This design comes from an exercise in tuning for small area, a short achievable clock period and few clock cycles on the open sky130 flow, not from production work.
For this run, only the layout was checked, not whether the RTL still works.
Power figures rest on the tool's default switching activity, not on a simulated workload.

File: flow/config.mk
export PLATFORM = sky130hd
export DESIGN_NAME = booth_mul64
export DESIGN_NICKNAME = booth_mul64
export VERILOG_FILES = /design/flow/design.v
export SDC_FILE = /design/flow/constraint.sdc
export NUM_CORES = 4
export LEC_CHECK = 0
export CAP_MARGIN = 20
export CORE_MARGIN = 2
export CORE_UTILIZATION = 40
export SETUP_SLACK_MARGIN = 4.0
export SLEW_MARGIN = 20
File: flow/constraint.sdc
create_clock -name core_clock -period 7.0 [get_ports {clk}]
set_input_delay 1.4000 -clock core_clock [delete_from_list [all_inputs] [get_ports {clk}]]
set_output_delay 1.4000 -clock core_clock [all_outputs]
set_load 0.01 [all_outputs]
File: flow/design.v
module booth_mul64(clk, reset_n, multiplier, multiplicand, op_start, op_clear, op_done, result);
  input clk, reset_n;
  input op_start, op_clear;
  input [63:0] multiplier, multiplicand;
  output op_done;
  output [127:0] result;
  reg st_idle, st_busy, st_cpa, st_done;
  reg [2:0] cnt;
  reg [63:0] M;           
  reg [63:0] PL;          
  reg [64:0] S, C;        
  reg [7:0] SL, CL;       
  reg [3:0] bone0, btwo0, bneg0;   
  reg [3:0] bone1, btwo1, bneg1;   
  assign op_done = st_done;
  assign result = {S[63:0], PL};
  wire [64:0] xe  = {M[63], M};
  wire [64:0] x2e = {M, 1'b0};
  wire [64:0] pp0;
  assign pp0[32:0] = (({33{bone0[0]}} & xe[32:0]) | ({33{btwo0[0]}} & x2e[32:0])) ^ {33{bneg0[0]}};
  assign pp0[64:33] = (({32{bone1[0]}} | ~xe[64:33]) & ({32{btwo1[0]}} | ~x2e[64:33])) ^ {32{bneg1[0]}};
  wire [64:0] pp1;
  assign pp1[32:0] = (({33{bone0[1]}} & xe[32:0]) | ({33{btwo0[1]}} & x2e[32:0])) ^ {33{bneg0[1]}};
  assign pp1[64:33] = (({32{bone1[1]}} | ~xe[64:33]) & ({32{btwo1[1]}} | ~x2e[64:33])) ^ {32{bneg1[1]}};
  wire [64:0] pp2;
  assign pp2[32:0] = (({33{bone0[2]}} & xe[32:0]) | ({33{btwo0[2]}} & x2e[32:0])) ^ {33{bneg0[2]}};
  assign pp2[64:33] = (({32{bone1[2]}} | ~xe[64:33]) & ({32{btwo1[2]}} | ~x2e[64:33])) ^ {32{bneg1[2]}};
  wire [64:0] pp3;
  assign pp3[32:0] = (({33{bone0[3]}} & xe[32:0]) | ({33{btwo0[3]}} & x2e[32:0])) ^ {33{bneg0[3]}};
  assign pp3[64:33] = (({32{bone1[3]}} | ~xe[64:33]) & ({32{btwo1[3]}} | ~x2e[64:33])) ^ {32{bneg1[3]}};
  wire c8;
  reg first;
  wire [64:0] Si = S & {65{~first}};
  wire hs0, hc0, fs1, fc1, fs2, fc2, hs3, hc3, fs4, fc4, fs5, fc5, fs6, fc6, fs7, fc7, fs8, fc8, fs9, fc9, fs10, fc10, fs11, fc11, fs12, fc12, fs13, fc13, fs14, fc14, fs15, fc15, fs16, fc16, fs17, fc17, fs18, fc18, fs19, fc19, fs20, fc20, fs21, fc21, fs22, fc22, fs23, fc23, fs24, fc24, fs25, fc25, fs26, fc26, fs27, fc27, fs28, fc28, fs29, fc29, fs30, fc30, fs31, fc31, fs32, fc32, fs33, fc33, fs34, fc34, fs35, fc35, fs36, fc36, fs37, fc37, fs38, fc38, fs39, fc39, fs40, fc40, fs41, fc41, fs42, fc42, fs43, fc43, fs44, fc44, fs45, fc45, fs46, fc46, fs47, fc47, fs48, fc48, fs49, fc49, fs50, fc50, fs51, fc51, fs52, fc52, fs53, fc53, fs54, fc54, fs55, fc55, fs56, fc56, fs57, fc57, fs58, fc58, fs59, fc59, fs60, fc60, fs61, fc61, fs62, fc62, fs63, fc63, fs64, fc64, fs65, fc65, fs66, fc66, fs67, fc67, fs68, fc68, fs69, fc69, fs70, fc70, fs71, fc71, fs72, fc72, fs73, fc73, fs74, fc74, fs75, fc75, fs76, fc76, fs77, fc77, fs78, fc78, fs79, fc79, fs80, fc80, fs81, fc81, fs82, fc82, fs83, fc83, fs84, fc84, fs85, fc85, fs86, fc86, fs87, fc87, fs88, fc88, fs89, fc89, fs90, fc90, fs91, fc91, fs92, fc92, fs93, fc93, fs94, fc94, fs95, fc95, fs96, fc96, fs97, fc97, fs98, fc98, fs99, fc99, fs100, fc100, fs101, fc101, fs102, fc102, fs103, fc103, fs104, fc104, fs105, fc105, fs106, fc106, fs107, fc107, fs108, fc108, fs109, fc109, fs110, fc110, fs111, fc111, fs112, fc112, fs113, fc113, fs114, fc114, fs115, fc115, fs116, fc116, fs117, fc117, fs118, fc118, fs119, fc119, fs120, fc120, hs121, hc121, hs122, hc122, fs123, fc123, fs124, fc124, fs125, fc125, fs126, fc126, fs127, fc127, fs128, fc128, fs129, fc129, fs130, fc130, fs131, fc131, fs132, fc132, fs133, fc133, fs134, fc134, fs135, fc135, fs136, fc136, fs137, fc137, fs138, fc138, fs139, fc139, fs140, fc140, fs141, fc141, fs142, fc142, fs143, fc143, fs144, fc144, fs145, fc145, fs146, fc146, fs147, fc147, fs148, fc148, fs149, fc149, fs150, fc150, fs151, fc151, fs152, fc152, fs153, fc153, fs154, fc154, fs155, fc155, fs156, fc156, fs157, fc157, fs158, fc158, fs159, fc159, fs160, fc160, fs161, fc161, fs162, fc162, fs163, fc163, fs164, fc164, fs165, fc165, fs166, fc166, fs167, fc167, fs168, fc168, fs169, fc169, fs170, fc170, fs171, fc171, fs172, fc172, fs173, fc173, fs174, fc174, fs175, fc175, fs176, fc176, fs177, fc177, fs178, fc178, fs179, fc179, fs180, fc180, fs181, fc181, fs182, fc182, fs183, fc183, fs184, fc184, fs185, fc185, fs186, fc186, fs187, fc187, hs188, hc188, hs189, hc189, fs190, fc190, fs191, fc191, fs192, fc192, fs193, fc193, fs194, fc194, fs195, fc195, fs196, fc196, fs197, fc197, fs198, fc198, fs199, fc199, fs200, fc200, fs201, fc201, fs202, fc202, fs203, fc203, fs204, fc204, fs205, fc205, fs206, fc206, fs207, fc207, fs208, fc208, fs209, fc209, fs210, fc210, fs211, fc211, fs212, fc212, fs213, fc213, fs214, fc214, fs215, fc215, fs216, fc216, fs217, fc217, fs218, fc218, fs219, fc219, fs220, fc220, fs221, fc221, fs222, fc222, fs223, fc223, fs224, fc224, fs225, fc225, fs226, fc226, fs227, fc227, fs228, fc228, fs229, fc229, fs230, fc230, fs231, fc231, fs232, fc232, fs233, fc233, fs234, fc234, fs235, fc235, fs236, fc236, fs237, fc237, fs238, fc238, fs239, fc239, fs240, fc240, fs241, fc241, fs242, fc242, fs243, fc243, fs244, fc244, fs245, fc245, fs246, fc246, fs247, fc247, fs248, fc248, fs249, fc249, fs250, fc250, fs251, fc251, fs252, fc252, fs253, fc253, fs254, fc254, fs255, fc255, fs256, fc256, fs257, fc257, hs258, hc258;
  assign hs0 = C[4] ^ Si[4];
  assign hc0 = C[4] & Si[4];
  assign fs1 = C[5] ^ Si[5] ^ pp0[5];
  assign fc1 = (C[5] & Si[5]) | (C[5] & pp0[5]) | (Si[5] & pp0[5]);
  assign fs2 = C[6] ^ Si[6] ^ pp0[6];
  assign fc2 = (C[6] & Si[6]) | (C[6] & pp0[6]) | (Si[6] & pp0[6]);
  assign hs3 = pp1[4] ^ pp2[2];
  assign hc3 = pp1[4] & pp2[2];
  assign fs4 = C[7] ^ Si[7] ^ pp0[7];
  assign fc4 = (C[7] & Si[7]) | (C[7] & pp0[7]) | (Si[7] & pp0[7]);
  assign fs5 = pp1[5] ^ pp2[3] ^ pp3[1];
  assign fc5 = (pp1[5] & pp2[3]) | (pp1[5] & pp3[1]) | (pp2[3] & pp3[1]);
  assign fs6 = C[8] ^ Si[8] ^ pp0[8];
  assign fc6 = (C[8] & Si[8]) | (C[8] & pp0[8]) | (Si[8] & pp0[8]);
  assign fs7 = pp1[6] ^ pp2[4] ^ pp3[2];
  assign fc7 = (pp1[6] & pp2[4]) | (pp1[6] & pp3[2]) | (pp2[4] & pp3[2]);
  assign fs8 = C[9] ^ Si[9] ^ pp0[9];
  assign fc8 = (C[9] & Si[9]) | (C[9] & pp0[9]) | (Si[9] & pp0[9]);
  assign fs9 = pp1[7] ^ pp2[5] ^ pp3[3];
  assign fc9 = (pp1[7] & pp2[5]) | (pp1[7] & pp3[3]) | (pp2[5] & pp3[3]);
  assign fs10 = C[10] ^ Si[10] ^ pp0[10];
  assign fc10 = (C[10] & Si[10]) | (C[10] & pp0[10]) | (Si[10] & pp0[10]);
  assign fs11 = pp1[8] ^ pp2[6] ^ pp3[4];
  assign fc11 = (pp1[8] & pp2[6]) | (pp1[8] & pp3[4]) | (pp2[6] & pp3[4]);
  assign fs12 = C[11] ^ Si[11] ^ pp0[11];
  assign fc12 = (C[11] & Si[11]) | (C[11] & pp0[11]) | (Si[11] & pp0[11]);
  assign fs13 = pp1[9] ^ pp2[7] ^ pp3[5];
  assign fc13 = (pp1[9] & pp2[7]) | (pp1[9] & pp3[5]) | (pp2[7] & pp3[5]);
  assign fs14 = C[12] ^ Si[12] ^ pp0[12];
  assign fc14 = (C[12] & Si[12]) | (C[12] & pp0[12]) | (Si[12] & pp0[12]);
  assign fs15 = pp1[10] ^ pp2[8] ^ pp3[6];
  assign fc15 = (pp1[10] & pp2[8]) | (pp1[10] & pp3[6]) | (pp2[8] & pp3[6]);
  assign fs16 = C[13] ^ Si[13] ^ pp0[13];
  assign fc16 = (C[13] & Si[13]) | (C[13] & pp0[13]) | (Si[13] & pp0[13]);
  assign fs17 = pp1[11] ^ pp2[9] ^ pp3[7];
  assign fc17 = (pp1[11] & pp2[9]) | (pp1[11] & pp3[7]) | (pp2[9] & pp3[7]);
  assign fs18 = C[14] ^ Si[14] ^ pp0[14];
  assign fc18 = (C[14] & Si[14]) | (C[14] & pp0[14]) | (Si[14] & pp0[14]);
  assign fs19 = pp1[12] ^ pp2[10] ^ pp3[8];
  assign fc19 = (pp1[12] & pp2[10]) | (pp1[12] & pp3[8]) | (pp2[10] & pp3[8]);
  assign fs20 = C[15] ^ Si[15] ^ pp0[15];
  assign fc20 = (C[15] & Si[15]) | (C[15] & pp0[15]) | (Si[15] & pp0[15]);
  assign fs21 = pp1[13] ^ pp2[11] ^ pp3[9];
  assign fc21 = (pp1[13] & pp2[11]) | (pp1[13] & pp3[9]) | (pp2[11] & pp3[9]);
  assign fs22 = C[16] ^ Si[16] ^ pp0[16];
  assign fc22 = (C[16] & Si[16]) | (C[16] & pp0[16]) | (Si[16] & pp0[16]);
  assign fs23 = pp1[14] ^ pp2[12] ^ pp3[10];
  assign fc23 = (pp1[14] & pp2[12]) | (pp1[14] & pp3[10]) | (pp2[12] & pp3[10]);
  assign fs24 = C[17] ^ Si[17] ^ pp0[17];
  assign fc24 = (C[17] & Si[17]) | (C[17] & pp0[17]) | (Si[17] & pp0[17]);
  assign fs25 = pp1[15] ^ pp2[13] ^ pp3[11];
  assign fc25 = (pp1[15] & pp2[13]) | (pp1[15] & pp3[11]) | (pp2[13] & pp3[11]);
  assign fs26 = C[18] ^ Si[18] ^ pp0[18];
  assign fc26 = (C[18] & Si[18]) | (C[18] & pp0[18]) | (Si[18] & pp0[18]);
  assign fs27 = pp1[16] ^ pp2[14] ^ pp3[12];
  assign fc27 = (pp1[16] & pp2[14]) | (pp1[16] & pp3[12]) | (pp2[14] & pp3[12]);
  assign fs28 = C[19] ^ Si[19] ^ pp0[19];
  assign fc28 = (C[19] & Si[19]) | (C[19] & pp0[19]) | (Si[19] & pp0[19]);
  assign fs29 = pp1[17] ^ pp2[15] ^ pp3[13];
  assign fc29 = (pp1[17] & pp2[15]) | (pp1[17] & pp3[13]) | (pp2[15] & pp3[13]);
  assign fs30 = C[20] ^ Si[20] ^ pp0[20];
  assign fc30 = (C[20] & Si[20]) | (C[20] & pp0[20]) | (Si[20] & pp0[20]);
  assign fs31 = pp1[18] ^ pp2[16] ^ pp3[14];
  assign fc31 = (pp1[18] & pp2[16]) | (pp1[18] & pp3[14]) | (pp2[16] & pp3[14]);
  assign fs32 = C[21] ^ Si[21] ^ pp0[21];
  assign fc32 = (C[21] & Si[21]) | (C[21] & pp0[21]) | (Si[21] & pp0[21]);
  assign fs33 = pp1[19] ^ pp2[17] ^ pp3[15];
  assign fc33 = (pp1[19] & pp2[17]) | (pp1[19] & pp3[15]) | (pp2[17] & pp3[15]);
  assign fs34 = C[22] ^ Si[22] ^ pp0[22];
  assign fc34 = (C[22] & Si[22]) | (C[22] & pp0[22]) | (Si[22] & pp0[22]);
  assign fs35 = pp1[20] ^ pp2[18] ^ pp3[16];
  assign fc35 = (pp1[20] & pp2[18]) | (pp1[20] & pp3[16]) | (pp2[18] & pp3[16]);
  assign fs36 = C[23] ^ Si[23] ^ pp0[23];
  assign fc36 = (C[23] & Si[23]) | (C[23] & pp0[23]) | (Si[23] & pp0[23]);
  assign fs37 = pp1[21] ^ pp2[19] ^ pp3[17];
  assign fc37 = (pp1[21] & pp2[19]) | (pp1[21] & pp3[17]) | (pp2[19] & pp3[17]);
  assign fs38 = C[24] ^ Si[24] ^ pp0[24];
  assign fc38 = (C[24] & Si[24]) | (C[24] & pp0[24]) | (Si[24] & pp0[24]);
  assign fs39 = pp1[22] ^ pp2[20] ^ pp3[18];
  assign fc39 = (pp1[22] & pp2[20]) | (pp1[22] & pp3[18]) | (pp2[20] & pp3[18]);
  assign fs40 = C[25] ^ Si[25] ^ pp0[25];
  assign fc40 = (C[25] & Si[25]) | (C[25] & pp0[25]) | (Si[25] & pp0[25]);
  assign fs41 = pp1[23] ^ pp2[21] ^ pp3[19];
  assign fc41 = (pp1[23] & pp2[21]) | (pp1[23] & pp3[19]) | (pp2[21] & pp3[19]);
  assign fs42 = C[26] ^ Si[26] ^ pp0[26];
  assign fc42 = (C[26] & Si[26]) | (C[26] & pp0[26]) | (Si[26] & pp0[26]);
  assign fs43 = pp1[24] ^ pp2[22] ^ pp3[20];
  assign fc43 = (pp1[24] & pp2[22]) | (pp1[24] & pp3[20]) | (pp2[22] & pp3[20]);
  assign fs44 = C[27] ^ Si[27] ^ pp0[27];
  assign fc44 = (C[27] & Si[27]) | (C[27] & pp0[27]) | (Si[27] & pp0[27]);
  assign fs45 = pp1[25] ^ pp2[23] ^ pp3[21];
  assign fc45 = (pp1[25] & pp2[23]) | (pp1[25] & pp3[21]) | (pp2[23] & pp3[21]);
  assign fs46 = C[28] ^ Si[28] ^ pp0[28];
  assign fc46 = (C[28] & Si[28]) | (C[28] & pp0[28]) | (Si[28] & pp0[28]);
  assign fs47 = pp1[26] ^ pp2[24] ^ pp3[22];
  assign fc47 = (pp1[26] & pp2[24]) | (pp1[26] & pp3[22]) | (pp2[24] & pp3[22]);
  assign fs48 = C[29] ^ Si[29] ^ pp0[29];
  assign fc48 = (C[29] & Si[29]) | (C[29] & pp0[29]) | (Si[29] & pp0[29]);
  assign fs49 = pp1[27] ^ pp2[25] ^ pp3[23];
  assign fc49 = (pp1[27] & pp2[25]) | (pp1[27] & pp3[23]) | (pp2[25] & pp3[23]);
  assign fs50 = C[30] ^ Si[30] ^ pp0[30];
  assign fc50 = (C[30] & Si[30]) | (C[30] & pp0[30]) | (Si[30] & pp0[30]);
  assign fs51 = pp1[28] ^ pp2[26] ^ pp3[24];
  assign fc51 = (pp1[28] & pp2[26]) | (pp1[28] & pp3[24]) | (pp2[26] & pp3[24]);
  assign fs52 = C[31] ^ Si[31] ^ pp0[31];
  assign fc52 = (C[31] & Si[31]) | (C[31] & pp0[31]) | (Si[31] & pp0[31]);
  assign fs53 = pp1[29] ^ pp2[27] ^ pp3[25];
  assign fc53 = (pp1[29] & pp2[27]) | (pp1[29] & pp3[25]) | (pp2[27] & pp3[25]);
  assign fs54 = C[32] ^ Si[32] ^ pp0[32];
  assign fc54 = (C[32] & Si[32]) | (C[32] & pp0[32]) | (Si[32] & pp0[32]);
  assign fs55 = pp1[30] ^ pp2[28] ^ pp3[26];
  assign fc55 = (pp1[30] & pp2[28]) | (pp1[30] & pp3[26]) | (pp2[28] & pp3[26]);
  assign fs56 = C[33] ^ Si[33] ^ pp0[33];
  assign fc56 = (C[33] & Si[33]) | (C[33] & pp0[33]) | (Si[33] & pp0[33]);
  assign fs57 = pp1[31] ^ pp2[29] ^ pp3[27];
  assign fc57 = (pp1[31] & pp2[29]) | (pp1[31] & pp3[27]) | (pp2[29] & pp3[27]);
  assign fs58 = C[34] ^ Si[34] ^ pp0[34];
  assign fc58 = (C[34] & Si[34]) | (C[34] & pp0[34]) | (Si[34] & pp0[34]);
  assign fs59 = pp1[32] ^ pp2[30] ^ pp3[28];
  assign fc59 = (pp1[32] & pp2[30]) | (pp1[32] & pp3[28]) | (pp2[30] & pp3[28]);
  assign fs60 = C[35] ^ Si[35] ^ pp0[35];
  assign fc60 = (C[35] & Si[35]) | (C[35] & pp0[35]) | (Si[35] & pp0[35]);
  assign fs61 = pp1[33] ^ pp2[31] ^ pp3[29];
  assign fc61 = (pp1[33] & pp2[31]) | (pp1[33] & pp3[29]) | (pp2[31] & pp3[29]);
  assign fs62 = C[36] ^ Si[36] ^ pp0[36];
  assign fc62 = (C[36] & Si[36]) | (C[36] & pp0[36]) | (Si[36] & pp0[36]);
  assign fs63 = pp1[34] ^ pp2[32] ^ pp3[30];
  assign fc63 = (pp1[34] & pp2[32]) | (pp1[34] & pp3[30]) | (pp2[32] & pp3[30]);
  assign fs64 = C[37] ^ Si[37] ^ pp0[37];
  assign fc64 = (C[37] & Si[37]) | (C[37] & pp0[37]) | (Si[37] & pp0[37]);
  assign fs65 = pp1[35] ^ pp2[33] ^ pp3[31];
  assign fc65 = (pp1[35] & pp2[33]) | (pp1[35] & pp3[31]) | (pp2[33] & pp3[31]);
  assign fs66 = C[38] ^ Si[38] ^ pp0[38];
  assign fc66 = (C[38] & Si[38]) | (C[38] & pp0[38]) | (Si[38] & pp0[38]);
  assign fs67 = pp1[36] ^ pp2[34] ^ pp3[32];
  assign fc67 = (pp1[36] & pp2[34]) | (pp1[36] & pp3[32]) | (pp2[34] & pp3[32]);
  assign fs68 = C[39] ^ Si[39] ^ pp0[39];
  assign fc68 = (C[39] & Si[39]) | (C[39] & pp0[39]) | (Si[39] & pp0[39]);
  assign fs69 = pp1[37] ^ pp2[35] ^ pp3[33];
  assign fc69 = (pp1[37] & pp2[35]) | (pp1[37] & pp3[33]) | (pp2[35] & pp3[33]);
  assign fs70 = C[40] ^ Si[40] ^ pp0[40];
  assign fc70 = (C[40] & Si[40]) | (C[40] & pp0[40]) | (Si[40] & pp0[40]);
  assign fs71 = pp1[38] ^ pp2[36] ^ pp3[34];
  assign fc71 = (pp1[38] & pp2[36]) | (pp1[38] & pp3[34]) | (pp2[36] & pp3[34]);
  assign fs72 = C[41] ^ Si[41] ^ pp0[41];
  assign fc72 = (C[41] & Si[41]) | (C[41] & pp0[41]) | (Si[41] & pp0[41]);
  assign fs73 = pp1[39] ^ pp2[37] ^ pp3[35];
  assign fc73 = (pp1[39] & pp2[37]) | (pp1[39] & pp3[35]) | (pp2[37] & pp3[35]);
  assign fs74 = C[42] ^ Si[42] ^ pp0[42];
  assign fc74 = (C[42] & Si[42]) | (C[42] & pp0[42]) | (Si[42] & pp0[42]);
  assign fs75 = pp1[40] ^ pp2[38] ^ pp3[36];
  assign fc75 = (pp1[40] & pp2[38]) | (pp1[40] & pp3[36]) | (pp2[38] & pp3[36]);
  assign fs76 = C[43] ^ Si[43] ^ pp0[43];
  assign fc76 = (C[43] & Si[43]) | (C[43] & pp0[43]) | (Si[43] & pp0[43]);
  assign fs77 = pp1[41] ^ pp2[39] ^ pp3[37];
  assign fc77 = (pp1[41] & pp2[39]) | (pp1[41] & pp3[37]) | (pp2[39] & pp3[37]);
  assign fs78 = C[44] ^ Si[44] ^ pp0[44];
  assign fc78 = (C[44] & Si[44]) | (C[44] & pp0[44]) | (Si[44] & pp0[44]);
  assign fs79 = pp1[42] ^ pp2[40] ^ pp3[38];
  assign fc79 = (pp1[42] & pp2[40]) | (pp1[42] & pp3[38]) | (pp2[40] & pp3[38]);
  assign fs80 = C[45] ^ Si[45] ^ pp0[45];
  assign fc80 = (C[45] & Si[45]) | (C[45] & pp0[45]) | (Si[45] & pp0[45]);
  assign fs81 = pp1[43] ^ pp2[41] ^ pp3[39];
  assign fc81 = (pp1[43] & pp2[41]) | (pp1[43] & pp3[39]) | (pp2[41] & pp3[39]);
  assign fs82 = C[46] ^ Si[46] ^ pp0[46];
  assign fc82 = (C[46] & Si[46]) | (C[46] & pp0[46]) | (Si[46] & pp0[46]);
  assign fs83 = pp1[44] ^ pp2[42] ^ pp3[40];
  assign fc83 = (pp1[44] & pp2[42]) | (pp1[44] & pp3[40]) | (pp2[42] & pp3[40]);
  assign fs84 = C[47] ^ Si[47] ^ pp0[47];
  assign fc84 = (C[47] & Si[47]) | (C[47] & pp0[47]) | (Si[47] & pp0[47]);
  assign fs85 = pp1[45] ^ pp2[43] ^ pp3[41];
  assign fc85 = (pp1[45] & pp2[43]) | (pp1[45] & pp3[41]) | (pp2[43] & pp3[41]);
  assign fs86 = C[48] ^ Si[48] ^ pp0[48];
  assign fc86 = (C[48] & Si[48]) | (C[48] & pp0[48]) | (Si[48] & pp0[48]);
  assign fs87 = pp1[46] ^ pp2[44] ^ pp3[42];
  assign fc87 = (pp1[46] & pp2[44]) | (pp1[46] & pp3[42]) | (pp2[44] & pp3[42]);
  assign fs88 = C[49] ^ Si[49] ^ pp0[49];
  assign fc88 = (C[49] & Si[49]) | (C[49] & pp0[49]) | (Si[49] & pp0[49]);
  assign fs89 = pp1[47] ^ pp2[45] ^ pp3[43];
  assign fc89 = (pp1[47] & pp2[45]) | (pp1[47] & pp3[43]) | (pp2[45] & pp3[43]);
  assign fs90 = C[50] ^ Si[50] ^ pp0[50];
  assign fc90 = (C[50] & Si[50]) | (C[50] & pp0[50]) | (Si[50] & pp0[50]);
  assign fs91 = pp1[48] ^ pp2[46] ^ pp3[44];
  assign fc91 = (pp1[48] & pp2[46]) | (pp1[48] & pp3[44]) | (pp2[46] & pp3[44]);
  assign fs92 = C[51] ^ Si[51] ^ pp0[51];
  assign fc92 = (C[51] & Si[51]) | (C[51] & pp0[51]) | (Si[51] & pp0[51]);
  assign fs93 = pp1[49] ^ pp2[47] ^ pp3[45];
  assign fc93 = (pp1[49] & pp2[47]) | (pp1[49] & pp3[45]) | (pp2[47] & pp3[45]);
  assign fs94 = C[52] ^ Si[52] ^ pp0[52];
  assign fc94 = (C[52] & Si[52]) | (C[52] & pp0[52]) | (Si[52] & pp0[52]);
  assign fs95 = pp1[50] ^ pp2[48] ^ pp3[46];
  assign fc95 = (pp1[50] & pp2[48]) | (pp1[50] & pp3[46]) | (pp2[48] & pp3[46]);
  assign fs96 = C[53] ^ Si[53] ^ pp0[53];
  assign fc96 = (C[53] & Si[53]) | (C[53] & pp0[53]) | (Si[53] & pp0[53]);
  assign fs97 = pp1[51] ^ pp2[49] ^ pp3[47];
  assign fc97 = (pp1[51] & pp2[49]) | (pp1[51] & pp3[47]) | (pp2[49] & pp3[47]);
  assign fs98 = C[54] ^ Si[54] ^ pp0[54];
  assign fc98 = (C[54] & Si[54]) | (C[54] & pp0[54]) | (Si[54] & pp0[54]);
  assign fs99 = pp1[52] ^ pp2[50] ^ pp3[48];
  assign fc99 = (pp1[52] & pp2[50]) | (pp1[52] & pp3[48]) | (pp2[50] & pp3[48]);
  assign fs100 = C[55] ^ Si[55] ^ pp0[55];
  assign fc100 = (C[55] & Si[55]) | (C[55] & pp0[55]) | (Si[55] & pp0[55]);
  assign fs101 = pp1[53] ^ pp2[51] ^ pp3[49];
  assign fc101 = (pp1[53] & pp2[51]) | (pp1[53] & pp3[49]) | (pp2[51] & pp3[49]);
  assign fs102 = C[56] ^ Si[56] ^ pp0[56];
  assign fc102 = (C[56] & Si[56]) | (C[56] & pp0[56]) | (Si[56] & pp0[56]);
  assign fs103 = pp1[54] ^ pp2[52] ^ pp3[50];
  assign fc103 = (pp1[54] & pp2[52]) | (pp1[54] & pp3[50]) | (pp2[52] & pp3[50]);
  assign fs104 = C[57] ^ Si[57] ^ pp0[57];
  assign fc104 = (C[57] & Si[57]) | (C[57] & pp0[57]) | (Si[57] & pp0[57]);
  assign fs105 = pp1[55] ^ pp2[53] ^ pp3[51];
  assign fc105 = (pp1[55] & pp2[53]) | (pp1[55] & pp3[51]) | (pp2[53] & pp3[51]);
  assign fs106 = C[58] ^ Si[58] ^ pp0[58];
  assign fc106 = (C[58] & Si[58]) | (C[58] & pp0[58]) | (Si[58] & pp0[58]);
  assign fs107 = pp1[56] ^ pp2[54] ^ pp3[52];
  assign fc107 = (pp1[56] & pp2[54]) | (pp1[56] & pp3[52]) | (pp2[54] & pp3[52]);
  assign fs108 = C[59] ^ Si[59] ^ pp0[59];
  assign fc108 = (C[59] & Si[59]) | (C[59] & pp0[59]) | (Si[59] & pp0[59]);
  assign fs109 = pp1[57] ^ pp2[55] ^ pp3[53];
  assign fc109 = (pp1[57] & pp2[55]) | (pp1[57] & pp3[53]) | (pp2[55] & pp3[53]);
  assign fs110 = C[60] ^ Si[60] ^ pp0[60];
  assign fc110 = (C[60] & Si[60]) | (C[60] & pp0[60]) | (Si[60] & pp0[60]);
  assign fs111 = pp1[58] ^ pp2[56] ^ pp3[54];
  assign fc111 = (pp1[58] & pp2[56]) | (pp1[58] & pp3[54]) | (pp2[56] & pp3[54]);
  assign fs112 = C[61] ^ Si[61] ^ pp0[61];
  assign fc112 = (C[61] & Si[61]) | (C[61] & pp0[61]) | (Si[61] & pp0[61]);
  assign fs113 = pp1[59] ^ pp2[57] ^ pp3[55];
  assign fc113 = (pp1[59] & pp2[57]) | (pp1[59] & pp3[55]) | (pp2[57] & pp3[55]);
  assign fs114 = C[62] ^ Si[62] ^ pp0[62];
  assign fc114 = (C[62] & Si[62]) | (C[62] & pp0[62]) | (Si[62] & pp0[62]);
  assign fs115 = pp1[60] ^ pp2[58] ^ pp3[56];
  assign fc115 = (pp1[60] & pp2[58]) | (pp1[60] & pp3[56]) | (pp2[58] & pp3[56]);
  assign fs116 = C[63] ^ Si[63] ^ pp0[63];
  assign fc116 = (C[63] & Si[63]) | (C[63] & pp0[63]) | (Si[63] & pp0[63]);
  assign fs117 = pp1[61] ^ pp2[59] ^ pp3[57];
  assign fc117 = (pp1[61] & pp2[59]) | (pp1[61] & pp3[57]) | (pp2[59] & pp3[57]);
  assign fs118 = C[64] ^ Si[64] ^ ~pp0[64];
  assign fc118 = (C[64] & Si[64]) | (C[64] & ~pp0[64]) | (Si[64] & ~pp0[64]);
  assign fs119 = pp1[62] ^ pp2[60] ^ pp3[58];
  assign fc119 = (pp1[62] & pp2[60]) | (pp1[62] & pp3[58]) | (pp2[60] & pp3[58]);
  assign fs120 = 1'b1 ^ pp1[63] ^ pp2[61];
  assign fc120 = (1'b1 & pp1[63]) | (1'b1 & pp2[61]) | (pp1[63] & pp2[61]);
  assign hs121 = C[0] ^ Si[0];
  assign hc121 = C[0] & Si[0];
  assign hs122 = C[1] ^ Si[1];
  assign hc122 = C[1] & Si[1];
  assign fs123 = C[2] ^ Si[2] ^ pp0[2];
  assign fc123 = (C[2] & Si[2]) | (C[2] & pp0[2]) | (Si[2] & pp0[2]);
  assign fs124 = C[3] ^ Si[3] ^ pp0[3];
  assign fc124 = (C[3] & Si[3]) | (C[3] & pp0[3]) | (Si[3] & pp0[3]);
  assign fs125 = pp0[4] ^ pp1[2] ^ pp2[0];
  assign fc125 = (pp0[4] & pp1[2]) | (pp0[4] & pp2[0]) | (pp1[2] & pp2[0]);
  assign fs126 = pp1[3] ^ pp2[1] ^ hc0;
  assign fc126 = (pp1[3] & pp2[1]) | (pp1[3] & hc0) | (pp2[1] & hc0);
  assign fs127 = pp3[0] ^ hs3 ^ fc1;
  assign fc127 = (pp3[0] & hs3) | (pp3[0] & fc1) | (hs3 & fc1);
  assign fs128 = hc3 ^ fc2 ^ fs4;
  assign fc128 = (hc3 & fc2) | (hc3 & fs4) | (fc2 & fs4);
  assign fs129 = fc4 ^ fc5 ^ fs6;
  assign fc129 = (fc4 & fc5) | (fc4 & fs6) | (fc5 & fs6);
  assign fs130 = fc6 ^ fc7 ^ fs8;
  assign fc130 = (fc6 & fc7) | (fc6 & fs8) | (fc7 & fs8);
  assign fs131 = fc8 ^ fc9 ^ fs10;
  assign fc131 = (fc8 & fc9) | (fc8 & fs10) | (fc9 & fs10);
  assign fs132 = fc10 ^ fc11 ^ fs12;
  assign fc132 = (fc10 & fc11) | (fc10 & fs12) | (fc11 & fs12);
  assign fs133 = fc12 ^ fc13 ^ fs14;
  assign fc133 = (fc12 & fc13) | (fc12 & fs14) | (fc13 & fs14);
  assign fs134 = fc14 ^ fc15 ^ fs16;
  assign fc134 = (fc14 & fc15) | (fc14 & fs16) | (fc15 & fs16);
  assign fs135 = fc16 ^ fc17 ^ fs18;
  assign fc135 = (fc16 & fc17) | (fc16 & fs18) | (fc17 & fs18);
  assign fs136 = fc18 ^ fc19 ^ fs20;
  assign fc136 = (fc18 & fc19) | (fc18 & fs20) | (fc19 & fs20);
  assign fs137 = fc20 ^ fc21 ^ fs22;
  assign fc137 = (fc20 & fc21) | (fc20 & fs22) | (fc21 & fs22);
  assign fs138 = fc22 ^ fc23 ^ fs24;
  assign fc138 = (fc22 & fc23) | (fc22 & fs24) | (fc23 & fs24);
  assign fs139 = fc24 ^ fc25 ^ fs26;
  assign fc139 = (fc24 & fc25) | (fc24 & fs26) | (fc25 & fs26);
  assign fs140 = fc26 ^ fc27 ^ fs28;
  assign fc140 = (fc26 & fc27) | (fc26 & fs28) | (fc27 & fs28);
  assign fs141 = fc28 ^ fc29 ^ fs30;
  assign fc141 = (fc28 & fc29) | (fc28 & fs30) | (fc29 & fs30);
  assign fs142 = fc30 ^ fc31 ^ fs32;
  assign fc142 = (fc30 & fc31) | (fc30 & fs32) | (fc31 & fs32);
  assign fs143 = fc32 ^ fc33 ^ fs34;
  assign fc143 = (fc32 & fc33) | (fc32 & fs34) | (fc33 & fs34);
  assign fs144 = fc34 ^ fc35 ^ fs36;
  assign fc144 = (fc34 & fc35) | (fc34 & fs36) | (fc35 & fs36);
  assign fs145 = fc36 ^ fc37 ^ fs38;
  assign fc145 = (fc36 & fc37) | (fc36 & fs38) | (fc37 & fs38);
  assign fs146 = fc38 ^ fc39 ^ fs40;
  assign fc146 = (fc38 & fc39) | (fc38 & fs40) | (fc39 & fs40);
  assign fs147 = fc40 ^ fc41 ^ fs42;
  assign fc147 = (fc40 & fc41) | (fc40 & fs42) | (fc41 & fs42);
  assign fs148 = fc42 ^ fc43 ^ fs44;
  assign fc148 = (fc42 & fc43) | (fc42 & fs44) | (fc43 & fs44);
  assign fs149 = fc44 ^ fc45 ^ fs46;
  assign fc149 = (fc44 & fc45) | (fc44 & fs46) | (fc45 & fs46);
  assign fs150 = fc46 ^ fc47 ^ fs48;
  assign fc150 = (fc46 & fc47) | (fc46 & fs48) | (fc47 & fs48);
  assign fs151 = fc48 ^ fc49 ^ fs50;
  assign fc151 = (fc48 & fc49) | (fc48 & fs50) | (fc49 & fs50);
  assign fs152 = fc50 ^ fc51 ^ fs52;
  assign fc152 = (fc50 & fc51) | (fc50 & fs52) | (fc51 & fs52);
  assign fs153 = fc52 ^ fc53 ^ fs54;
  assign fc153 = (fc52 & fc53) | (fc52 & fs54) | (fc53 & fs54);
  assign fs154 = fc54 ^ fc55 ^ fs56;
  assign fc154 = (fc54 & fc55) | (fc54 & fs56) | (fc55 & fs56);
  assign fs155 = fc56 ^ fc57 ^ fs58;
  assign fc155 = (fc56 & fc57) | (fc56 & fs58) | (fc57 & fs58);
  assign fs156 = fc58 ^ fc59 ^ fs60;
  assign fc156 = (fc58 & fc59) | (fc58 & fs60) | (fc59 & fs60);
  assign fs157 = fc60 ^ fc61 ^ fs62;
  assign fc157 = (fc60 & fc61) | (fc60 & fs62) | (fc61 & fs62);
  assign fs158 = fc62 ^ fc63 ^ fs64;
  assign fc158 = (fc62 & fc63) | (fc62 & fs64) | (fc63 & fs64);
  assign fs159 = fc64 ^ fc65 ^ fs66;
  assign fc159 = (fc64 & fc65) | (fc64 & fs66) | (fc65 & fs66);
  assign fs160 = fc66 ^ fc67 ^ fs68;
  assign fc160 = (fc66 & fc67) | (fc66 & fs68) | (fc67 & fs68);
  assign fs161 = fc68 ^ fc69 ^ fs70;
  assign fc161 = (fc68 & fc69) | (fc68 & fs70) | (fc69 & fs70);
  assign fs162 = fc70 ^ fc71 ^ fs72;
  assign fc162 = (fc70 & fc71) | (fc70 & fs72) | (fc71 & fs72);
  assign fs163 = fc72 ^ fc73 ^ fs74;
  assign fc163 = (fc72 & fc73) | (fc72 & fs74) | (fc73 & fs74);
  assign fs164 = fc74 ^ fc75 ^ fs76;
  assign fc164 = (fc74 & fc75) | (fc74 & fs76) | (fc75 & fs76);
  assign fs165 = fc76 ^ fc77 ^ fs78;
  assign fc165 = (fc76 & fc77) | (fc76 & fs78) | (fc77 & fs78);
  assign fs166 = fc78 ^ fc79 ^ fs80;
  assign fc166 = (fc78 & fc79) | (fc78 & fs80) | (fc79 & fs80);
  assign fs167 = fc80 ^ fc81 ^ fs82;
  assign fc167 = (fc80 & fc81) | (fc80 & fs82) | (fc81 & fs82);
  assign fs168 = fc82 ^ fc83 ^ fs84;
  assign fc168 = (fc82 & fc83) | (fc82 & fs84) | (fc83 & fs84);
  assign fs169 = fc84 ^ fc85 ^ fs86;
  assign fc169 = (fc84 & fc85) | (fc84 & fs86) | (fc85 & fs86);
  assign fs170 = fc86 ^ fc87 ^ fs88;
  assign fc170 = (fc86 & fc87) | (fc86 & fs88) | (fc87 & fs88);
  assign fs171 = fc88 ^ fc89 ^ fs90;
  assign fc171 = (fc88 & fc89) | (fc88 & fs90) | (fc89 & fs90);
  assign fs172 = fc90 ^ fc91 ^ fs92;
  assign fc172 = (fc90 & fc91) | (fc90 & fs92) | (fc91 & fs92);
  assign fs173 = fc92 ^ fc93 ^ fs94;
  assign fc173 = (fc92 & fc93) | (fc92 & fs94) | (fc93 & fs94);
  assign fs174 = fc94 ^ fc95 ^ fs96;
  assign fc174 = (fc94 & fc95) | (fc94 & fs96) | (fc95 & fs96);
  assign fs175 = fc96 ^ fc97 ^ fs98;
  assign fc175 = (fc96 & fc97) | (fc96 & fs98) | (fc97 & fs98);
  assign fs176 = fc98 ^ fc99 ^ fs100;
  assign fc176 = (fc98 & fc99) | (fc98 & fs100) | (fc99 & fs100);
  assign fs177 = fc100 ^ fc101 ^ fs102;
  assign fc177 = (fc100 & fc101) | (fc100 & fs102) | (fc101 & fs102);
  assign fs178 = fc102 ^ fc103 ^ fs104;
  assign fc178 = (fc102 & fc103) | (fc102 & fs104) | (fc103 & fs104);
  assign fs179 = fc104 ^ fc105 ^ fs106;
  assign fc179 = (fc104 & fc105) | (fc104 & fs106) | (fc105 & fs106);
  assign fs180 = fc106 ^ fc107 ^ fs108;
  assign fc180 = (fc106 & fc107) | (fc106 & fs108) | (fc107 & fs108);
  assign fs181 = fc108 ^ fc109 ^ fs110;
  assign fc181 = (fc108 & fc109) | (fc108 & fs110) | (fc109 & fs110);
  assign fs182 = fc110 ^ fc111 ^ fs112;
  assign fc182 = (fc110 & fc111) | (fc110 & fs112) | (fc111 & fs112);
  assign fs183 = fc112 ^ fc113 ^ fs114;
  assign fc183 = (fc112 & fc113) | (fc112 & fs114) | (fc113 & fs114);
  assign fs184 = fc114 ^ fc115 ^ fs116;
  assign fc184 = (fc114 & fc115) | (fc114 & fs116) | (fc115 & fs116);
  assign fs185 = fc116 ^ fc117 ^ fs118;
  assign fc185 = (fc116 & fc117) | (fc116 & fs118) | (fc117 & fs118);
  assign fs186 = pp3[59] ^ fc118 ^ fc119;
  assign fc186 = (pp3[59] & fc118) | (pp3[59] & fc119) | (fc118 & fc119);
  assign fs187 = ~pp1[64] ^ pp2[62] ^ pp3[60];
  assign fc187 = (~pp1[64] & pp2[62]) | (~pp1[64] & pp3[60]) | (pp2[62] & pp3[60]);
  assign hs188 = 1'b1 ^ pp2[63];
  assign hc188 = 1'b1 & pp2[63];
  assign hs189 = pp0[0] ^ c8;
  assign hc189 = pp0[0] & c8;
  assign fs190 = pp0[1] ^ hc121 ^ hs122;
  assign fc190 = (pp0[1] & hc121) | (pp0[1] & hs122) | (hc121 & hs122);
  assign fs191 = pp1[0] ^ hc122 ^ fs123;
  assign fc191 = (pp1[0] & hc122) | (pp1[0] & fs123) | (hc122 & fs123);
  assign fs192 = pp1[1] ^ fc123 ^ fs124;
  assign fc192 = (pp1[1] & fc123) | (pp1[1] & fs124) | (fc123 & fs124);
  assign fs193 = hs0 ^ fc124 ^ fs125;
  assign fc193 = (hs0 & fc124) | (hs0 & fs125) | (fc124 & fs125);
  assign fs194 = fc125 ^ fs1 ^ fs126;
  assign fc194 = (fc125 & fs1) | (fc125 & fs126) | (fs1 & fs126);
  assign fs195 = fs2 ^ fc126 ^ fs127;
  assign fc195 = (fs2 & fc126) | (fs2 & fs127) | (fc126 & fs127);
  assign fs196 = fs5 ^ fc127 ^ fs128;
  assign fc196 = (fs5 & fc127) | (fs5 & fs128) | (fc127 & fs128);
  assign fs197 = fs7 ^ fc128 ^ fs129;
  assign fc197 = (fs7 & fc128) | (fs7 & fs129) | (fc128 & fs129);
  assign fs198 = fs9 ^ fc129 ^ fs130;
  assign fc198 = (fs9 & fc129) | (fs9 & fs130) | (fc129 & fs130);
  assign fs199 = fs11 ^ fc130 ^ fs131;
  assign fc199 = (fs11 & fc130) | (fs11 & fs131) | (fc130 & fs131);
  assign fs200 = fs13 ^ fc131 ^ fs132;
  assign fc200 = (fs13 & fc131) | (fs13 & fs132) | (fc131 & fs132);
  assign fs201 = fs15 ^ fc132 ^ fs133;
  assign fc201 = (fs15 & fc132) | (fs15 & fs133) | (fc132 & fs133);
  assign fs202 = fs17 ^ fc133 ^ fs134;
  assign fc202 = (fs17 & fc133) | (fs17 & fs134) | (fc133 & fs134);
  assign fs203 = fs19 ^ fc134 ^ fs135;
  assign fc203 = (fs19 & fc134) | (fs19 & fs135) | (fc134 & fs135);
  assign fs204 = fs21 ^ fc135 ^ fs136;
  assign fc204 = (fs21 & fc135) | (fs21 & fs136) | (fc135 & fs136);
  assign fs205 = fs23 ^ fc136 ^ fs137;
  assign fc205 = (fs23 & fc136) | (fs23 & fs137) | (fc136 & fs137);
  assign fs206 = fs25 ^ fc137 ^ fs138;
  assign fc206 = (fs25 & fc137) | (fs25 & fs138) | (fc137 & fs138);
  assign fs207 = fs27 ^ fc138 ^ fs139;
  assign fc207 = (fs27 & fc138) | (fs27 & fs139) | (fc138 & fs139);
  assign fs208 = fs29 ^ fc139 ^ fs140;
  assign fc208 = (fs29 & fc139) | (fs29 & fs140) | (fc139 & fs140);
  assign fs209 = fs31 ^ fc140 ^ fs141;
  assign fc209 = (fs31 & fc140) | (fs31 & fs141) | (fc140 & fs141);
  assign fs210 = fs33 ^ fc141 ^ fs142;
  assign fc210 = (fs33 & fc141) | (fs33 & fs142) | (fc141 & fs142);
  assign fs211 = fs35 ^ fc142 ^ fs143;
  assign fc211 = (fs35 & fc142) | (fs35 & fs143) | (fc142 & fs143);
  assign fs212 = fs37 ^ fc143 ^ fs144;
  assign fc212 = (fs37 & fc143) | (fs37 & fs144) | (fc143 & fs144);
  assign fs213 = fs39 ^ fc144 ^ fs145;
  assign fc213 = (fs39 & fc144) | (fs39 & fs145) | (fc144 & fs145);
  assign fs214 = fs41 ^ fc145 ^ fs146;
  assign fc214 = (fs41 & fc145) | (fs41 & fs146) | (fc145 & fs146);
  assign fs215 = fs43 ^ fc146 ^ fs147;
  assign fc215 = (fs43 & fc146) | (fs43 & fs147) | (fc146 & fs147);
  assign fs216 = fs45 ^ fc147 ^ fs148;
  assign fc216 = (fs45 & fc147) | (fs45 & fs148) | (fc147 & fs148);
  assign fs217 = fs47 ^ fc148 ^ fs149;
  assign fc217 = (fs47 & fc148) | (fs47 & fs149) | (fc148 & fs149);
  assign fs218 = fs49 ^ fc149 ^ fs150;
  assign fc218 = (fs49 & fc149) | (fs49 & fs150) | (fc149 & fs150);
  assign fs219 = fs51 ^ fc150 ^ fs151;
  assign fc219 = (fs51 & fc150) | (fs51 & fs151) | (fc150 & fs151);
  assign fs220 = fs53 ^ fc151 ^ fs152;
  assign fc220 = (fs53 & fc151) | (fs53 & fs152) | (fc151 & fs152);
  assign fs221 = fs55 ^ fc152 ^ fs153;
  assign fc221 = (fs55 & fc152) | (fs55 & fs153) | (fc152 & fs153);
  assign fs222 = fs57 ^ fc153 ^ fs154;
  assign fc222 = (fs57 & fc153) | (fs57 & fs154) | (fc153 & fs154);
  assign fs223 = fs59 ^ fc154 ^ fs155;
  assign fc223 = (fs59 & fc154) | (fs59 & fs155) | (fc154 & fs155);
  assign fs224 = fs61 ^ fc155 ^ fs156;
  assign fc224 = (fs61 & fc155) | (fs61 & fs156) | (fc155 & fs156);
  assign fs225 = fs63 ^ fc156 ^ fs157;
  assign fc225 = (fs63 & fc156) | (fs63 & fs157) | (fc156 & fs157);
  assign fs226 = fs65 ^ fc157 ^ fs158;
  assign fc226 = (fs65 & fc157) | (fs65 & fs158) | (fc157 & fs158);
  assign fs227 = fs67 ^ fc158 ^ fs159;
  assign fc227 = (fs67 & fc158) | (fs67 & fs159) | (fc158 & fs159);
  assign fs228 = fs69 ^ fc159 ^ fs160;
  assign fc228 = (fs69 & fc159) | (fs69 & fs160) | (fc159 & fs160);
  assign fs229 = fs71 ^ fc160 ^ fs161;
  assign fc229 = (fs71 & fc160) | (fs71 & fs161) | (fc160 & fs161);
  assign fs230 = fs73 ^ fc161 ^ fs162;
  assign fc230 = (fs73 & fc161) | (fs73 & fs162) | (fc161 & fs162);
  assign fs231 = fs75 ^ fc162 ^ fs163;
  assign fc231 = (fs75 & fc162) | (fs75 & fs163) | (fc162 & fs163);
  assign fs232 = fs77 ^ fc163 ^ fs164;
  assign fc232 = (fs77 & fc163) | (fs77 & fs164) | (fc163 & fs164);
  assign fs233 = fs79 ^ fc164 ^ fs165;
  assign fc233 = (fs79 & fc164) | (fs79 & fs165) | (fc164 & fs165);
  assign fs234 = fs81 ^ fc165 ^ fs166;
  assign fc234 = (fs81 & fc165) | (fs81 & fs166) | (fc165 & fs166);
  assign fs235 = fs83 ^ fc166 ^ fs167;
  assign fc235 = (fs83 & fc166) | (fs83 & fs167) | (fc166 & fs167);
  assign fs236 = fs85 ^ fc167 ^ fs168;
  assign fc236 = (fs85 & fc167) | (fs85 & fs168) | (fc167 & fs168);
  assign fs237 = fs87 ^ fc168 ^ fs169;
  assign fc237 = (fs87 & fc168) | (fs87 & fs169) | (fc168 & fs169);
  assign fs238 = fs89 ^ fc169 ^ fs170;
  assign fc238 = (fs89 & fc169) | (fs89 & fs170) | (fc169 & fs170);
  assign fs239 = fs91 ^ fc170 ^ fs171;
  assign fc239 = (fs91 & fc170) | (fs91 & fs171) | (fc170 & fs171);
  assign fs240 = fs93 ^ fc171 ^ fs172;
  assign fc240 = (fs93 & fc171) | (fs93 & fs172) | (fc171 & fs172);
  assign fs241 = fs95 ^ fc172 ^ fs173;
  assign fc241 = (fs95 & fc172) | (fs95 & fs173) | (fc172 & fs173);
  assign fs242 = fs97 ^ fc173 ^ fs174;
  assign fc242 = (fs97 & fc173) | (fs97 & fs174) | (fc173 & fs174);
  assign fs243 = fs99 ^ fc174 ^ fs175;
  assign fc243 = (fs99 & fc174) | (fs99 & fs175) | (fc174 & fs175);
  assign fs244 = fs101 ^ fc175 ^ fs176;
  assign fc244 = (fs101 & fc175) | (fs101 & fs176) | (fc175 & fs176);
  assign fs245 = fs103 ^ fc176 ^ fs177;
  assign fc245 = (fs103 & fc176) | (fs103 & fs177) | (fc176 & fs177);
  assign fs246 = fs105 ^ fc177 ^ fs178;
  assign fc246 = (fs105 & fc177) | (fs105 & fs178) | (fc177 & fs178);
  assign fs247 = fs107 ^ fc178 ^ fs179;
  assign fc247 = (fs107 & fc178) | (fs107 & fs179) | (fc178 & fs179);
  assign fs248 = fs109 ^ fc179 ^ fs180;
  assign fc248 = (fs109 & fc179) | (fs109 & fs180) | (fc179 & fs180);
  assign fs249 = fs111 ^ fc180 ^ fs181;
  assign fc249 = (fs111 & fc180) | (fs111 & fs181) | (fc180 & fs181);
  assign fs250 = fs113 ^ fc181 ^ fs182;
  assign fc250 = (fs113 & fc181) | (fs113 & fs182) | (fc181 & fs182);
  assign fs251 = fs115 ^ fc182 ^ fs183;
  assign fc251 = (fs115 & fc182) | (fs115 & fs183) | (fc182 & fs183);
  assign fs252 = fs117 ^ fc183 ^ fs184;
  assign fc252 = (fs117 & fc183) | (fs117 & fs184) | (fc183 & fs184);
  assign fs253 = fs119 ^ fc184 ^ fs185;
  assign fc253 = (fs119 & fc184) | (fs119 & fs185) | (fc184 & fs185);
  assign fs254 = fs120 ^ fc185 ^ fs186;
  assign fc254 = (fs120 & fc185) | (fs120 & fs186) | (fc185 & fs186);
  assign fs255 = fc120 ^ fs187 ^ fc186;
  assign fc255 = (fc120 & fs187) | (fc120 & fc186) | (fs187 & fc186);
  assign fs256 = pp3[61] ^ hs188 ^ fc187;
  assign fc256 = (pp3[61] & hs188) | (pp3[61] & fc187) | (hs188 & fc187);
  assign fs257 = ~pp2[64] ^ pp3[62] ^ hc188;
  assign fc257 = (~pp2[64] & pp3[62]) | (~pp2[64] & hc188) | (pp3[62] & hc188);
  assign hs258 = 1'b1 ^ pp3[63];
  assign hc258 = 1'b1 & pp3[63];
  wire [72:0] TS = {1'b0, 1'b1, hc258, fc257, fc256, fc255, fc254, fc253, fc252, fc251, fc250, fc249, fc248, fc247, fc246, fc245, fc244, fc243, fc242, fc241, fc240, fc239, fc238, fc237, fc236, fc235, fc234, fc233, fc232, fc231, fc230, fc229, fc228, fc227, fc226, fc225, fc224, fc223, fc222, fc221, fc220, fc219, fc218, fc217, fc216, fc215, fc214, fc213, fc212, fc211, fc210, fc209, fc208, fc207, fc206, fc205, fc204, fc203, fc202, fc201, fc200, fc199, fc198, fc197, fc196, fc195, fc194, fc193, fc192, fc191, fc190, hc189, hs121};
  wire [72:0] TC = {1'b0, 1'b0, ~pp3[64], hs258, fs257, fs256, fs255, fs254, fs253, fs252, fs251, fs250, fs249, fs248, fs247, fs246, fs245, fs244, fs243, fs242, fs241, fs240, fs239, fs238, fs237, fs236, fs235, fs234, fs233, fs232, fs231, fs230, fs229, fs228, fs227, fs226, fs225, fs224, fs223, fs222, fs221, fs220, fs219, fs218, fs217, fs216, fs215, fs214, fs213, fs212, fs211, fs210, fs209, fs208, fs207, fs206, fs205, fs204, fs203, fs202, fs201, fs200, fs199, fs198, fs197, fs196, fs195, fs194, fs193, fs192, fs191, fs190, hs189};
  wire [71:0] aa = {S[63:0], SL};
  wire [71:0] bb = {C[63:0], CL};
  wire [71:0] sum = aa + bb;
  wire [8:0] lowsum = {1'b0, aa[7:0]} + {1'b0, bb[7:0]};
  assign c8 = lowsum[8];    
  wire [8:0] win = st_idle ? {multiplier[7:0], 1'b0} : PL[15:7];
  wire [3:0] n_one, n_two, n_neg;
  genvar g;
  generate for (g = 0; g < 4; g = g + 1) begin : enc
    wire b0 = win[2*g], b1 = win[2*g+1], b2 = win[2*g+2];
    assign n_one[g] = b1 ^ b0;
    assign n_two[g] = (b2 & ~b1 & ~b0) | (~b2 & b1 & b0);
    assign n_neg[g] = b2 & ~(b1 & b0);
  end endgenerate
  wire [64:0] mx = {multiplier, 1'b0};
  wire [63:0] ninit;
  generate for (g = 0; g < 32; g = g + 1) begin : ni
    assign ninit[2*g] = mx[2*g+2] & ~(mx[2*g+1] & mx[2*g]);
    assign ninit[2*g+1] = 1'b0;
  end endgenerate
  always @(posedge clk or negedge reset_n)
    if (!reset_n) begin
      st_idle <= 1'b1; st_busy <= 1'b0; st_cpa <= 1'b0; st_done <= 1'b0;
      cnt <= 3'd0;
      first <= 1'b0;
    end else begin
      st_idle <= op_clear | (st_idle & ~op_start);
      st_busy <= ~op_clear & ((st_idle & op_start) | (st_busy & (cnt != 3'd7)));
      st_cpa  <= ~op_clear & st_busy & (cnt == 3'd7);
      st_done <= ~op_clear & (st_cpa | st_done);
      cnt <= st_busy ? cnt + 3'd1 : 3'd0;
      first <= st_idle;
    end
  always @(posedge clk) begin
    M <= multiplicand;
    bone0 <= n_one; btwo0 <= n_two; bneg0 <= n_neg;
    bone1 <= ~n_one; btwo1 <= ~n_two; bneg1 <= ~n_neg;
    if (st_idle) PL <= multiplier;
    else if (st_busy | st_cpa) PL <= {sum[7:0], PL[63:8]};
    if (st_busy) S <= TS[72:8];
    else S[63:0] <= sum[71:8];
    if (st_busy) begin
      C <= TC[72:8]; SL <= TS[7:0]; CL <= TC[7:0];
    end else begin
      C <= {st_idle, ninit & {64{st_idle}}}; SL <= 8'd0; CL <= 8'd0;
    end
  end
endmodule
File: flow/flow/run.sh
#!/bin/bash
# Layout flow: the standard flow, with the port buffers made of the
# smallest plain buffer instead of the default delay buffer, and no dummy
# loads in the clock tree.
set -o pipefail
export BUFFER_PORTS_ARGS="-buffer_cell sky130_fd_sc_hd__buf_1"
export CTS_ARGS="-sink_clustering_enable -repair_clock_nets -dont_use_dummy_load"
bash standard.sh > standard.log 2>&1
File: flow/standard.sh
#!/bin/bash
# synth_recipe.tcl (not shown) runs the flow's synth.tcl, then flattens the netlist and writes it again
# the make line also repeats each setting of config.mk as NAME=value (left out here)
make -C /OpenROAD-flow-scripts/flow DESIGN_CONFIG=/design/flow/config.mk WORK_HOME=/design/flow/orfs CLKGATE_MAP_FILE= SYNTH_SCRIPT=/design/flow/synth_recipe.tcl "${@:-finish}"
==> impl_metrics.json <==
{
  "status": "complete, no violations",
  "num-fill-cells": 5554,
  "hold_path_class": "register to register",
  "worstReg2RegEnd": "result[126]",
  "floorplan.initialDensity": 0.4055,
  "total_leakage_power_nw": 10.44,
  "grt_pass1_vias": 19310,
  "syn_area_per_cell_um2": 10.01,
  "synthArstFlopShare": 0.02632,
  "post-place-ws_ns": 3.395,
  "drt-wirelength-per-cell_um": 23.47,
  "final.setup.worst_slack_ns": 3.986,
  "max_cap_violations": 0,
  "sequential_standard_cell_area_um2": 6842,
  "worst-path-max-fanout": 10,
  "timing.final.crit_share": 0.4306,
  "gr-max-usage-layer": "met2",
  "clock_root_cell": "sky130_fd_sc_hd__clkbuf_16",
  "timing.hold.worst.start": "cnt[0]",
  "route.detailed.drc": 0,
  "p_clk_frac": 0.132,
  "place_congestion": 0.9697,
  "detailedRoute.firstIterationViolations": 1521,
  "die_x_um": 248.8,
  "slew_headroom": 0.4928,
  "synth_xor_area_frac": 0.1194,
  "worst_hold_path.endpoint": "cnt[0]",
  "met1_usage": 0.3212,
  "worst_r2r_startpoint": "result[92]",
  "max_slew.worst_pin.slew_ns": 0.7608,
  "synth_compound_gate_area_share": 0.1690,
  "die_ht_um": 248.8,
  "synth_top_area_cell": "sky130_fd_sc_hd__fa_1",
  "post_synth_main_area_contributors": "sky130_fd_sc_hd__fa_1, sky130_fd_sc_hd__dfxtp_1, sky130_fd_sc_hd__xnor2_1, sky130_fd_sc_hd__edfxtp_1, sky130_fd_sc_hd__ha_1",
  "switching_pwr_w": 0.006079,
  "sequential_power_share": 0.225,
  "area_growth_pct": 14.54,
  "crit_type": "register to register",
  "yosys.area_share.simple": 0.09867,
  "grt_setup_unrepaired": "yes",
  "number_of_buffers_added_by_the_clock_tree_synthesis_step": 40,
  "cp.arrival_ns": 3.46,
  "syn_area_um2": 23980,
  "ios": 261,
  "grt_remaining_overflow": 0,
  "setup_crit_start_kind": "register",
  "core_region_area_um2": 59130,
  "clock_insertion_delay_worst_skew_ns": 0.58,
  "first_pass_grt_wire_length_um": 118600,
  "report.final.setup_viol": 0,
  "critical_path.endpoint_type": "register",
  "regToRegSetupSlack_ns": 3.99,
  "layout_common_cells": "sky130_fd_sc_hd__xnor2_1, sky130_fd_sc_hd__buf_1, sky130_fd_sc_hd__fa_1, sky130_fd_sc_hd__dfxtp_1, sky130_fd_sc_hd__nand2_1",
  "track_usage": 0.2469,
  "worst_path_clk_slew_ns": 0.06,
  "cellPowerDensity_nw_per_um2": 481.5,
  "place_hpwl_um": 59050,
  "timing.fmax_mhz": 331.8,
  "cts_htree_levels": 2,
  "cp_data_required_time_ns": 7.44,
  "detailroute.via_count": 19120,
  "synth-adder-area-share": 0.2531,
  "clock_skew_ns": 0.05214,
  "finalHoldViolCount": 0,
  "synthDominantCellAreaShare": 0.2087,
  "muxShareOfSynthArea": 0.02698,
  "synth_fp_nets": 2863,
  "p_sw_frac": 0.4597,
  "cellInternalPower_w": 0.007144,
  "r2r.worst_path.cells": 11,
  "synth_warnings": 1,
  "multi_input_area_um2": 16740,
  "detail-route-antenna-nets": 0,
  "pwr-share-comb": 0.643,
  "number_of_different_library_cells_in_the_post_synthesis_netlist": 79,
  "holdPathStages": 1,
  "dominant_combinational_cell_family_by_area_after_synthesis": "adder cells",
  "synth_edf_count": 64,
  "synth_sequential_area_ratio": 0.2822,
  "fin_worst_hold_slack_ns": 0.4404,
  "grt_start_max_net_pins": 125,
  "fin_setup_tns_ns": 0,
  "floorplan.die_area_um2": 61920,
  "grt_util_met2": 0.4146,
  "ctsLongestPathBuffers": 3,
  "floorplan.rows": 89,
  "synthesis.instances": 2396,
  "leading_cell_type_in_the_layout_fill_and_taps_excluded": "sky130_fd_sc_hd__xnor2_1",
  "portBuffers": 260,
  "cts_tree": "built",
  "initial_antenna_violation_count": 0,
  "design.final.nets": 3032,
  "first_pass_iters": 6,
  "vias_per_cell": 5.731,
  "post-route-min-period_ns": 3.014,
  "final_layout_size_suffix_gt1_frac": 0.1225,
  "totalWireLength_um": 78310,
  "clock-sinks": 304,
  "number_of_storage_elements_in_the_synthesis_netlist": 304,
  "global_route.usage.met3": 0.03887,
  "postSynth.topFlopCell": "sky130_fd_sc_hd__dfxtp_1",
  "drv_slew": 0,
  "ir_drop_mv": 0.2187
}
worst max-delay path by stage:
| stage | start | endpoint |
|---|---|---|
| 2_1_floorplan | bneg0[0] | C[19] |
| 3_3_place_gp | result[90] | result[126] |
| 3_5_place_dp | result[90] | result[126] |
| 5_1_grt | result[92] | result[126] |
| 4_1_cts | SL[0] | result[126] |
| 6_report | result[92] | result[126] |
critical path, cell delays in order (launching register included):
cell	delay, ns
sky130_fd_sc_hd__dfxtp_1	0.36
sky130_fd_sc_hd__ha_4	0.36
sky130_fd_sc_hd__nand4_1	0.20
sky130_fd_sc_hd__or4_4	0.63
sky130_fd_sc_hd__o22ai_4	0.22
sky130_fd_sc_hd__o21ai_4	0.11
sky130_fd_sc_hd__a311oi_2	0.33
sky130_fd_sc_hd__o211ai_1	0.12
sky130_fd_sc_hd__buf_4	0.16
sky130_fd_sc_hd__a21oi_4	0.16
sky130_fd_sc_hd__nor3_1	0.07
sky130_fd_sc_hd__nand3b_1	0.16
what timing repair did:
| item | 4_1_cts | 5_1_grt |
|---|---|---|
| endpoints found under the hold margin | 0 | 0 |
| setup endpoints to repair | 126 | 82 |
| resized for setup | 84 | 112 |
| pin swaps | 27 | 41 |
| cloned | 0 | 0 |
| buffers inserted | 15 | 23 |
| hold buffers | 0 | 0 |
stage by stage:
stage | instances | area [µm²] | total power, W | util
6_report | 3337 | 27470 | 0.01322 | 0.4645
5_1_grt | 3336 | 27460 | 0.01433 | 0.4645
4_1_cts | 3312 | 26760 | 0.01290 | 0.4526
3_5_place_dp | 3257 | 25240 | 0.01086 | 0.4269
3_3_place_gp | 3256 | 25220 | 0.01067 | 0.4266
2_1_floorplan | 2396 | 23980 | 0.008470 | -
sequential cells by signal, indices dropped and copies added, names as in the netlist, 3 cells and up:
register / flops
btwo1: 4
bneg0: 4
bone1: 4
bneg1: 4
CL: 8
bone0: 4
cnt: 3
C: 64
result: 64
btwo0: 4
M: 64
PL: 64
SL: 8
cell type report:
cell class,instances,share of cell area
repair buffers,323,0.05776
diodes,1,0.00009111
multi-input cells,1810,0.6096
flip-flops and latches,304,0.2491
inverters,86,0.01175
clock buffers,40,0.03644
well taps,773,0.03521
power by group through the flow:
| stage | logic [W] | registers [W] | clock network, W |
|---|---|---|---|
| 2_1_floorplan | 0.00578 | 0.00269 | 0 |
| 3_3_place_gp | 0.00771 | 0.00296 | 0 |
| 3_5_place_dp | 0.00791 | 0.00295 | 0 |
| 4_1_cts | 0.00818 | 0.00295 | 0.00177 |
| 5_1_grt | 0.00947 | 0.00303 | 0.00184 |
| 6_report | 0.00850 | 0.00298 | 0.00174 |
per-layer routing:
metal	part of all wire	routed length, µm	vias to the layer above
li1	-	-	8612
met1	0.41	32190	9574
met2	0.49	38000	804
met3	0.067	5286	134
met4	0.036	2829	0
met5	0	0	-
synth_stat cells, types with 55 or more instances:
cell and count:
sky130_fd_sc_hd__dfxtp_1 232, sky130_fd_sc_hd__clkbuf_1 122, sky130_fd_sc_hd__nand2_1 201, sky130_fd_sc_hd__o22ai_1 125
sky130_fd_sc_hd__a21oi_1 74, sky130_fd_sc_hd__inv_1 86, sky130_fd_sc_hd__edfxtp_1 64, sky130_fd_sc_hd__a21o_1 55
sky130_fd_sc_hd__ha_1 85, sky130_fd_sc_hd__a22oi_1 130, sky130_fd_sc_hd__xnor2_1 293, sky130_fd_sc_hd__fa_1 250
sky130_fd_sc_hd__nor2b_1 72, sky130_fd_sc_hd__o21ai_0 121
cell families (layout without fill, tap and decap cells):
| kind of cell | Yosys count | in the layout |
|---|---|---|
| and+or+nand+nor | 478 | 478 |
| DFF | 304 | 304 |
| buffers and inverters | 282 | 449 |
| xor gates and xnor gates | 327 | 327 |
| AOI/OAI and AO/OA | 612 | 612 |
| muxes | 58 | 58 |
| adders and majority gates | 335 | 335 |
| other | 0 | 1 |

-- port drivers added, routing unchanged --
No port has a modelled driver above. Below, the same layout with a new extraction and two added sets of constraints. Step 1 assumes that a clkbuf_16 drives the clock port and a buf_2 every other input. Step 2, shift: input delay + t, output delay - t, t = (earliest + latest rising clock arrival at the registers) / 2. This alone moves slack from input paths to output paths. Three values: no drivers, after step 1, after step 2; two values: the first two.
shift t [ns]: 0.611
slack for setup (ns): 3.986 / 3.986 / 3.986
hold slack, ns: 0.440 / 0.440 / 0.440
After both steps setup and hold are still met in this run. The setup slack of this run moves by 0.000 ns with the drivers and by 0.000 ns with both steps.
